Context: an optimization exercise on an open-source flow, tuned for small area. The choices shown serve that exercise and are no tape-out recipe.
At most, simulation tests tie the RTL to the original design; equivalence was not proved.
Power and IR drop assume default switching activity.

==> inputs of 08-06 <==
Design IPF, start of the top module:
module IPF ( clk, reset, in_en, din, ipf_type, ipf_band_pos, ipf_wo_class, ipf_offset, lcu_x, lcu_y, lcu_size, busy, out_en, dout, dout_addr, finish);
    input   clk;
    input   reset;
    input   in_en;
    input   [7:0]  din;
    input   [1:0]  ipf_type;
    input   [4:0]  ipf_band_pos;
    input          ipf_wo_class;
    input   [15:0] ipf_offset;
    input   [2:0]  lcu_x;
    input   [2:0]  lcu_y;
    input   [1:0]  lcu_size;
    output busy;
    output finish;
    output out_en;
    output [7:0] dout;
    output [13:0] dout_addr;
    wire s16 = (lcu_size == 2'd0);
    wire s32 = (lcu_size == 2'd1);
    reg [6:0] ox, oy;
    reg started, fin;
    wire [6:0] mask = s16 ? 7'h0f : s32 ? 7'h1f : 7'h3f;
    wire col_end  = &(ox | ~mask);
    wire col_zero = ~(|(ox & mask));
    wire col_one  = ((ox & mask) == 7'd1);
    wire row_end  = &(oy | ~mask);
    wire row_zero = ~(|(oy & mask));
    wire adv = in_en | started;
  ...
==> module IPF, before the edit <==
module IPF ( clk, reset, in_en, din, ipf_type, ipf_band_pos, ipf_wo_class, ipf_offset, lcu_x, lcu_y, lcu_size, busy, out_en, dout, dout_addr, finish);
    input   clk;
    input   reset;
    input   in_en;
    input   [7:0]  din;
    input   [1:0]  ipf_type;
    input   [4:0]  ipf_band_pos;
    input          ipf_wo_class;
    input   [15:0] ipf_offset;
    input   [2:0]  lcu_x;
    input   [2:0]  lcu_y;
    input   [1:0]  lcu_size;
    output busy;
    output finish;
    output out_en;
    output [7:0] dout;
    output [13:0] dout_addr;
    wire s16 = (lcu_size == 2'd0);
    wire s32 = (lcu_size == 2'd1);
    reg [6:0] ox, oy;
    reg started, fin;
    wire [6:0] mask = s16 ? 7'h0f : s32 ? 7'h1f : 7'h3f;
    wire col_end  = &(ox | ~mask);
    wire col_zero = ~(|(ox & mask));
    wire col_one  = ((ox & mask) == 7'd1);
    wire row_end  = &(oy | ~mask);
    wire row_zero = ~(|(oy & mask));
    wire adv = in_en | started;
    wire new_lcu = adv & row_end & col_end;
    wire [6:0] lx = s16 ? {lcu_x, 4'd0} : s32 ? {lcu_x[1:0], 5'd0} : {lcu_x[0], 6'd0};
    wire [6:0] ly = s16 ? {lcu_y, 4'd0} : s32 ? {lcu_y[1:0], 5'd0} : {lcu_y[0], 6'd0};
    wire [6:0] ox_inc = ox + 7'd1;
    wire [6:0] oy_inc = oy + 7'd1;
    always @(posedge clk or posedge reset) begin
        if (reset) begin
            ox <= 7'd0;
            oy <= 7'h7f;
            started <= 1'b0;
            fin <= 1'b0;
        end
        else begin
            started <= started | in_en;
            if (adv) ox <= (ox_inc & mask) | ((new_lcu ? lx : ox) & ~mask);
            if (adv & col_end) oy <= (oy_inc & mask) | ((new_lcu ? ly : oy) & ~mask);
            if (~in_en & started & row_end & col_end) fin <= 1'b1;
        end
    end
    assign finish = fin;
    assign busy = fin;
    assign out_en = 1'b1;
    assign dout_addr = {oy, ox};
    wire [4:0] band = din[7:3];
    wire [4:0] bd = band - ipf_band_pos;
    wire prot = (bd == 5'd0) | (bd == 5'd31) | ((bd == 5'd1) & ~(&ipf_band_pos));
    reg [3:0] boff;
    always @(*) begin
        case (band[1:0])
            2'd0: boff = ipf_offset[15:12];
            2'd1: boff = ipf_offset[11:8];
            2'd2: boff = ipf_offset[7:4];
            default: boff = ipf_offset[3:0];
        endcase
    end
    wire [8:0] bsum = {1'b0, din} + {1'b0, {4{boff[3]}}, boff};
    wire [7:0] bsat = (bsum[8] ^ boff[3]) ? {8{~boff[3]}} : bsum[7:0];
    wire [7:0] bout = ((ipf_type == 2'd1) & ~prot) ? bsat : din;
    reg [7:0] r0, r1;                  
    reg [7:0] la [1:63];               
    reg [7:0] lb [1:64];               
    wire [7:0] c = s16 ? la[15] : s32 ? la[31] : la[63];    
    wire [7:0] a = s16 ? lb[16] : s32 ? lb[32] : lb[64];    
    wire [7:0] ea = ipf_wo_class ? a : r1;
    wire [7:0] ec = ipf_wo_class ? c : r0;
    wire [7:0] eb = din;
    wire [8:0] esum = ea + eb;
    wire [7:0] em = esum[8:1];
    reg [3:0] eoff;
    always @(*) begin
        if (ec < ea & ec < eb)      eoff = ipf_offset[15:12];
        else if (ec > ea & ec > eb) eoff = ipf_offset[3:0];
        else if (ec < em)           eoff = ipf_offset[11:8];
        else if (ec > em)           eoff = ipf_offset[7:4];
        else                        eoff = 4'd0;
    end
    wire [7:0] eout = ec + {{4{eoff[3]}}, eoff};
    wire eo = (ipf_type == 2'd2);
    wire h_act = eo & ~ipf_wo_class & ~col_zero & ~col_one;
    wire v_act = eo & ipf_wo_class & ~row_end & ~row_zero;
    assign dout = v_act ? eout : c;
    integer i;
    always @(posedge clk) begin
        r0 <= bout;
        r1 <= r0;
        la[1] <= h_act ? eout : r0;
        for (i = 2; i <= 63; i = i + 1) la[i] <= la[i-1];
        lb[1] <= c;
        for (i = 2; i <= 64; i = i + 1) lb[i] <= lb[i-1];
    end
endmodule
export LEC_CHECK = 0
export ABC_AREA = 1
export CAP_MARGIN = 20
export CORE_MARGIN = 2
export CORE_UTILIZATION = 70
export CTS_BUF_LIST = sky130_fd_sc_hd__clkbuf_4 sky130_fd_sc_hd__clkbuf_8
export CTS_CLUSTER_DIAMETER = 50
export CTS_CLUSTER_SIZE = 20
export PLACE_DENSITY = 0.8
export SLEW_MARGIN = 20
create_clock -name core_clock -period 10.0 [get_ports {clk}]
standard.sh (not shown) runs the stock make flow with config.mk's settings and CLKGATE_MAP_FILE= SYNTH_SCRIPT=/design/flow/synth_recipe.tcl, a recipe that flattens the netlist after the stock synthesis.
==> flow/flow/run.sh <==
#!/bin/bash
# The standard layout, except that the port buffers use the smallest
# buffer cell (buf_1) instead of the resizer's default choice.
set -euo pipefail
export BUFFER_PORTS_ARGS="-buffer_cell sky130_fd_sc_hd__buf_1"
bash standard.sh > standard.log 2>&1
==> inputs of 10-21, as changes to 08-06 <==
--- a/flow/design.v
+++ b/flow/design.v
@@ -19,20 +19,18 @@
     wire s32 = (lcu_size == 2'd1);
-    reg [6:0] ox, oy;
+    reg [5:0] col, orow;
+    reg [2:0] px, py;      
     reg started, fin;
-    wire [6:0] mask = s16 ? 7'h0f : s32 ? 7'h1f : 7'h3f;
-    wire col_end  = &(ox | ~mask);
-    wire col_zero = ~(|(ox & mask));
-    wire col_one  = ((ox & mask) == 7'd1);
-    wire row_end  = &(oy | ~mask);
-    wire row_zero = ~(|(oy & mask));
-    wire adv = in_en | started;
-    wire new_lcu = adv & row_end & col_end;
-    wire [6:0] lx = s16 ? {lcu_x, 4'd0} : s32 ? {lcu_x[1:0], 5'd0} : {lcu_x[0], 6'd0};
-    wire [6:0] ly = s16 ? {lcu_y, 4'd0} : s32 ? {lcu_y[1:0], 5'd0} : {lcu_y[0], 6'd0};
-    wire [6:0] ox_inc = ox + 7'd1;
-    wire [6:0] oy_inc = oy + 7'd1;
+    wire col_end  = s16 ? (&col[3:0])  : s32 ? (&col[4:0])  : (&col);
+    wire col_zero = s16 ? ~(|col[3:0]) : s32 ? ~(|col[4:0]) : ~(|col);
+    wire col_one  = s16 ? (col[3:0] == 4'd1) : s32 ? (col[4:0] == 5'd1) : (col == 6'd1);
+    wire row_end  = s16 ? (&orow[3:0])  : s32 ? (&orow[4:0])  : (&orow);
+    wire row_zero = s16 ? ~(|orow[3:0]) : s32 ? ~(|orow[4:0]) : ~(|orow);
+    wire [2:0] xsel = row_end ? px : lcu_x;
+    wire [2:0] ysel = row_end ? py : lcu_y;
     always @(posedge clk or posedge reset) begin
         if (reset) begin
-            ox <= 7'd0;
-            oy <= 7'h7f;
+            col <= 6'd0;
+            orow <= 6'h3f;
+            px <= 3'd0;
+            py <= 3'd0;
             started <= 1'b0;
@@ -41,5 +39,9 @@
         else begin
+            px <= xsel;
+            py <= ysel;
             started <= started | in_en;
-            if (adv) ox <= (ox_inc & mask) | ((new_lcu ? lx : ox) & ~mask);
-            if (adv & col_end) oy <= (oy_inc & mask) | ((new_lcu ? ly : oy) & ~mask);
+            if (in_en | started) begin
+                col <= col + 6'd1;
+                if (col_end) orow <= orow + 6'd1;
+            end
             if (~in_en & started & row_end & col_end) fin <= 1'b1;
@@ -50,3 +52,5 @@
     assign out_en = 1'b1;
-    assign dout_addr = {oy, ox};
+    wire [6:0] ax = s16 ? {xsel, col[3:0]} : s32 ? {xsel[1:0], col[4:0]} : {xsel[0], col};
+    wire [6:0] ay = s16 ? {ysel, orow[3:0]} : s32 ? {ysel[1:0], orow[4:0]} : {ysel[0], orow};
+    assign dout_addr = {ay, ax};
     wire [4:0] band = din[7:3];
@@ -63,4 +67,4 @@
     end
-    wire [8:0] bsum = {1'b0, din} + {1'b0, {4{boff[3]}}, boff};
-    wire [7:0] bsat = (bsum[8] ^ boff[3]) ? {8{~boff[3]}} : bsum[7:0];
+    wire [9:0] bsum = {2'b00, din} + {{6{boff[3]}}, boff};
+    wire [7:0] bsat = bsum[9] ? 8'd0 : bsum[8] ? 8'd255 : bsum[7:0];
     wire [7:0] bout = ((ipf_type == 2'd1) & ~prot) ? bsat : din;
==> flow/run.sh (new file) <==
#!/bin/bash
# synth_recipe.tcl (not shown) runs the flow's synth.tcl, then flattens the netlist and writes it again
# the make line also repeats each setting of config.mk as NAME=value (left out here)
make -C /OpenROAD-flow-scripts/flow DESIGN_CONFIG=/design/flow/config.mk WORK_HOME=/design/flow/orfs CLKGATE_MAP_FILE= SYNTH_SCRIPT=/design/flow/synth_recipe.tcl finish
Settings changed: ABC_AREA 1 to default, CAP_MARGIN 20 to 60, CELL_PAD_IN_SITES_DETAIL_PLACEMENT from default to 2, CELL_PAD_IN_SITES_GLOBAL_PLACEMENT from default to 4, CORE_UTILIZATION 70 to 22, CTS_BUF_LIST sky130_fd_sc_hd__clkbuf_4 sky130_fd_sc_hd__clkbuf_8 to default, CTS_CLUSTER_DIAMETER 50 to default, CTS_CLUSTER_SIZE 20 to default, PLACE_DENSITY 0.8 to 0.32, SLEW_MARGIN 20 to 40.
removed: flow/flow/run.sh
removed: flow/standard.sh
==> inputs of 01-28, as changes to 08-06 <==
--- a/flow/design.v
+++ b/flow/design.v
@@ -74,11 +74,25 @@
     wire [7:0] eb = din;
+    function carry8;
+        input [7:0] x, y;
+        input cin;
+        integer k;
+        begin
+            carry8 = cin;
+            for (k = 0; k < 8; k = k + 1)
+                carry8 = (x[k] & y[k]) | (carry8 & (x[k] | y[k]));
+        end
+    endfunction
     wire [8:0] esum = ea + eb;
     wire [7:0] em = esum[8:1];
+    wire c_lt_m = carry8(em, ~ec, 1'b0);      
+    wire c_gt_m = carry8(ec, ~em, 1'b0);      
+    wire ua = carry8(ea, ~ec, c_gt_m);
+    wire ub = carry8(eb, ~ec, c_gt_m);
     reg [3:0] eoff;
     always @(*) begin
-        if (ec < ea & ec < eb)      eoff = ipf_offset[15:12];
-        else if (ec > ea & ec > eb) eoff = ipf_offset[3:0];
-        else if (ec < em)           eoff = ipf_offset[11:8];
-        else if (ec > em)           eoff = ipf_offset[7:4];
-        else                        eoff = 4'd0;
+        if (c_lt_m & ua & ub)        eoff = ipf_offset[15:12];
+        else if (c_gt_m & ~ua & ~ub) eoff = ipf_offset[3:0];
+        else if (c_lt_m)             eoff = ipf_offset[11:8];
+        else if (c_gt_m)             eoff = ipf_offset[7:4];
+        else                         eoff = 4'd0;
     end
==> flow/flow/run.sh (replaced) <==
#!/bin/bash
# Layout flow: the standard flow (standard.sh) with two changes:
#  - after the standard synthesis, its combinational logic is re-mapped by
#    ABC's default script (flow/remap.tcl); the flip-flops are left as they
#    are and checked to be identical, else the standard netlist is kept;
#  - the port buffers use the smallest buffer cell (buf_1).
# Each tool's output goes to a log file in this folder; ORFS also keeps its
# per-step logs under orfs/logs.
set -euo pipefail
export BUFFER_PORTS_ARGS="-buffer_cell sky130_fd_sc_hd__buf_1"

bash standard.sh synth > synth.log 2>&1

res=orfs/results/$FLOW_PLATFORM/IPF/base
cp $res/1_2_yosys.v standard_synth.v
IN_V=standard_synth.v OUT_V=remapped.v yosys -c flow/remap.tcl > remap.log 2>&1 || true

flops() { grep -oE '^ *sky130_fd_sc_hd__(df|ed|sd)[a-z0-9_]+ [^ ]+' "$1" | sort; }
if [ -s remapped.v ] && [ "$(flops standard_synth.v | wc -l)" -gt 0 ] && \
   cmp -s <(flops standard_synth.v) <(flops remapped.v); then
  echo "re-mapped netlist used; flip-flops identical: $(flops remapped.v | wc -l)" > remap_check.log
  cp remapped.v $res/1_2_yosys.v
  touch $res/1_2_yosys.v
else
  echo "re-mapping failed or changed flip-flops; standard netlist kept" > remap_check.log
fi

bash standard.sh > flow.log 2>&1
==> flow/flow/remap.tcl (new file) <==
# Re-map the combinational logic of the standard synthesis netlist
# (IN_V) with ABC's default script and a 4 ns delay target, keeping every flip-flop instance (name,
# cell and connections) and the tie cells exactly as they are. Writes OUT_V.
set lib $::env(FLOW_HOME)/platforms/sky130hd/lib/sky130_fd_sc_hd__tt_025C_1v80.lib
yosys read_liberty -ignore_miss_func $lib
yosys read_verilog $::env(IN_V)
yosys hierarchy -top $::env(FLOW_TOP)
yosys setattr -mod -set keep_hierarchy 1 {sky130_fd_sc_hd__df*} {sky130_fd_sc_hd__conb_1}
yosys flatten
yosys opt_clean -purge
yosys abc -D 4000 -liberty $lib -dont_use sky130_fd_sc_hd__lpflow_bleeder_1 -dont_use sky130_fd_sc_hd__lpflow_clkbufkapwr_1 -dont_use sky130_fd_sc_hd__lpflow_clkbufkapwr_16 -dont_use sky130_fd_sc_hd__lpflow_clkbufkapwr_2 -dont_use sky130_fd_sc_hd__lpflow_clkbufkapwr_4 -dont_use sky130_fd_sc_hd__lpflow_clkbufkapwr_8 -dont_use sky130_fd_sc_hd__lpflow_clkinvkapwr_1 -dont_use sky130_fd_sc_hd__lpflow_clkinvkapwr_16 -dont_use sky130_fd_sc_hd__lpflow_clkinvkapwr_2 -dont_use sky130_fd_sc_hd__lpflow_clkinvkapwr_4 -dont_use sky130_fd_sc_hd__lpflow_clkinvkapwr_8 -dont_use sky130_fd_sc_hd__lpflow_decapkapwr_12 -dont_use sky130_fd_sc_hd__lpflow_decapkapwr_3 -dont_use sky130_fd_sc_hd__lpflow_decapkapwr_4 -dont_use sky130_fd_sc_hd__lpflow_decapkapwr_6 -dont_use sky130_fd_sc_hd__lpflow_decapkapwr_8 -dont_use sky130_fd_sc_hd__lpflow_inputiso0n_1 -dont_use sky130_fd_sc_hd__lpflow_inputiso0p_1 -dont_use sky130_fd_sc_hd__lpflow_inputiso1n_1 -dont_use sky130_fd_sc_hd__lpflow_inputiso1p_1 -dont_use sky130_fd_sc_hd__lpflow_inputisolatch_1 -dont_use sky130_fd_sc_hd__lpflow_isobufsrc_1 -dont_use sky130_fd_sc_hd__lpflow_isobufsrc_16 -dont_use sky130_fd_sc_hd__lpflow_isobufsrc_2 -dont_use sky130_fd_sc_hd__lpflow_isobufsrc_4 -dont_use sky130_fd_sc_hd__lpflow_isobufsrc_8 -dont_use sky130_fd_sc_hd__lpflow_isobufsrckapwr_16 -dont_use sky130_fd_sc_hd__lpflow_lsbuf_lh_hl_isowell_tap_1 -dont_use sky130_fd_sc_hd__lpflow_lsbuf_lh_hl_isowell_tap_2 -dont_use sky130_fd_sc_hd__lpflow_lsbuf_lh_hl_isowell_tap_4 -dont_use sky130_fd_sc_hd__lpflow_lsbuf_lh_isowell_4 -dont_use sky130_fd_sc_hd__lpflow_lsbuf_lh_isowell_tap_1 -dont_use sky130_fd_sc_hd__lpflow_lsbuf_lh_isowell_tap_2 -dont_use sky130_fd_sc_hd__lpflow_lsbuf_lh_isowell_tap_4 -dont_use sky130_fd_sc_hd__probe_p_8 -dont_use sky130_fd_sc_hd__probec_p_8 
yosys opt_clean -purge
yosys setattr -mod -set blackbox 1 {sky130_fd_sc_hd__*}
yosys stat -liberty $lib
yosys write_verilog -noattr -nohex -nodec $::env(OUT_V)
Settings changed: CTS_CLUSTER_DIAMETER 50 to 45, CTS_CLUSTER_SIZE 20 to 16.
==> run summary <==
item                                                               10-21           01-28           08-06
Status                                                    finished clean  finished clean  finished clean
Post-synthesis average cell area                               16.1 um^2       16.2 um^2       14.9 um^2
Layout Skew                                                    0.0374 ns       0.0213 ns       0.0417 ns
Dominant cell type by area after synthesis                       dfxtp_1               -         dfxtp_1
Die Footprint                                                115000 um^2      35200 um^2      36500 um^2
ANT cells                                                              1               0               0
Non-clock inverters                                                   46              28             103
Number of enable flip-flop cells after synthesis                       0               -               0
Synth Flop Type                                                  dfxtp_1               -         dfxtp_1
Area of the multi-input gates                                  3320 um^2       2660 um^2       2980 um^2
Register bit total from synthesis                                   1052               -            1048
Routed met3 length                                               2150 um         2530 um         2360 um
Portion of total power attributed to combinational logic            8.0%            7.3%            7.3%
Met2 Track Usage GR                                                13.3%           36.2%           37.0%
Met1 track utilization from global routing                         11.6%           31.2%           30.4%
Layout sequential cell count                                        1052            1048            1048
Worst path bufs/invs                                                   5               6               6
Slew at the pin closest to its max-slew limit                   0.615 ns        0.948 ns         1.02 ns
First-iteration detailed-routing DRC count                           369             741             562
Sequential cell area share                                         66.8%           79.0%           80.3%
Power Dens Cells                                             314 nW/um^2     278 nW/um^2     273 nW/um^2
Simple-gate portion of the synthesized area                        2.66%               -           4.92%
Cell Rows                                                            122              67              68
Clock tree root driver cell                                    clkbuf_16        clkbuf_8        clkbuf_8
Layout Nets                                                         1892            1739            1870
Function not checked in 01-28: the RTL went through the layout flow alone.

==> port drivers added, routing unchanged <==
The flow's constraints put no driver on any port. The routed layouts listed below were extracted and timed again, unchanged, in two steps. Step 1, drivers: a clkbuf_16 drives clk and a buf_2 each remaining input, both assumed. Step 2 also shifts input and output timing later by t, the mid clock arrival at the registers, as if the neighbouring blocks saw the same clock. a / b / c = ideal ports / drivers / drivers and shift; a / b = the first two.
run	t (ns)	setup slack, ns	hold WS [ns]	worst setup path after step 2	worst register clock-pin slew, ns
08-06	0.721	0.610 / 0.552 / 0.552	0.320 / 0.320 / 0.320	input to output	0.12 / 0.12
10-21	0.742	0.448 / 0.422 / 0.422	0.294 / 0.294 / 0.294	input to output	0.07 / 0.07
01-28	0.690	0.187 / 0.097 / 0.097	0.317 / 0.317 / 0.317	input to output	0.11 / 0.11
After both steps every run listed still meets setup and hold. For 01-28, which loses most, drivers alone change the setup slack by -0.090 ns; drivers and shift together by -0.090 ns.
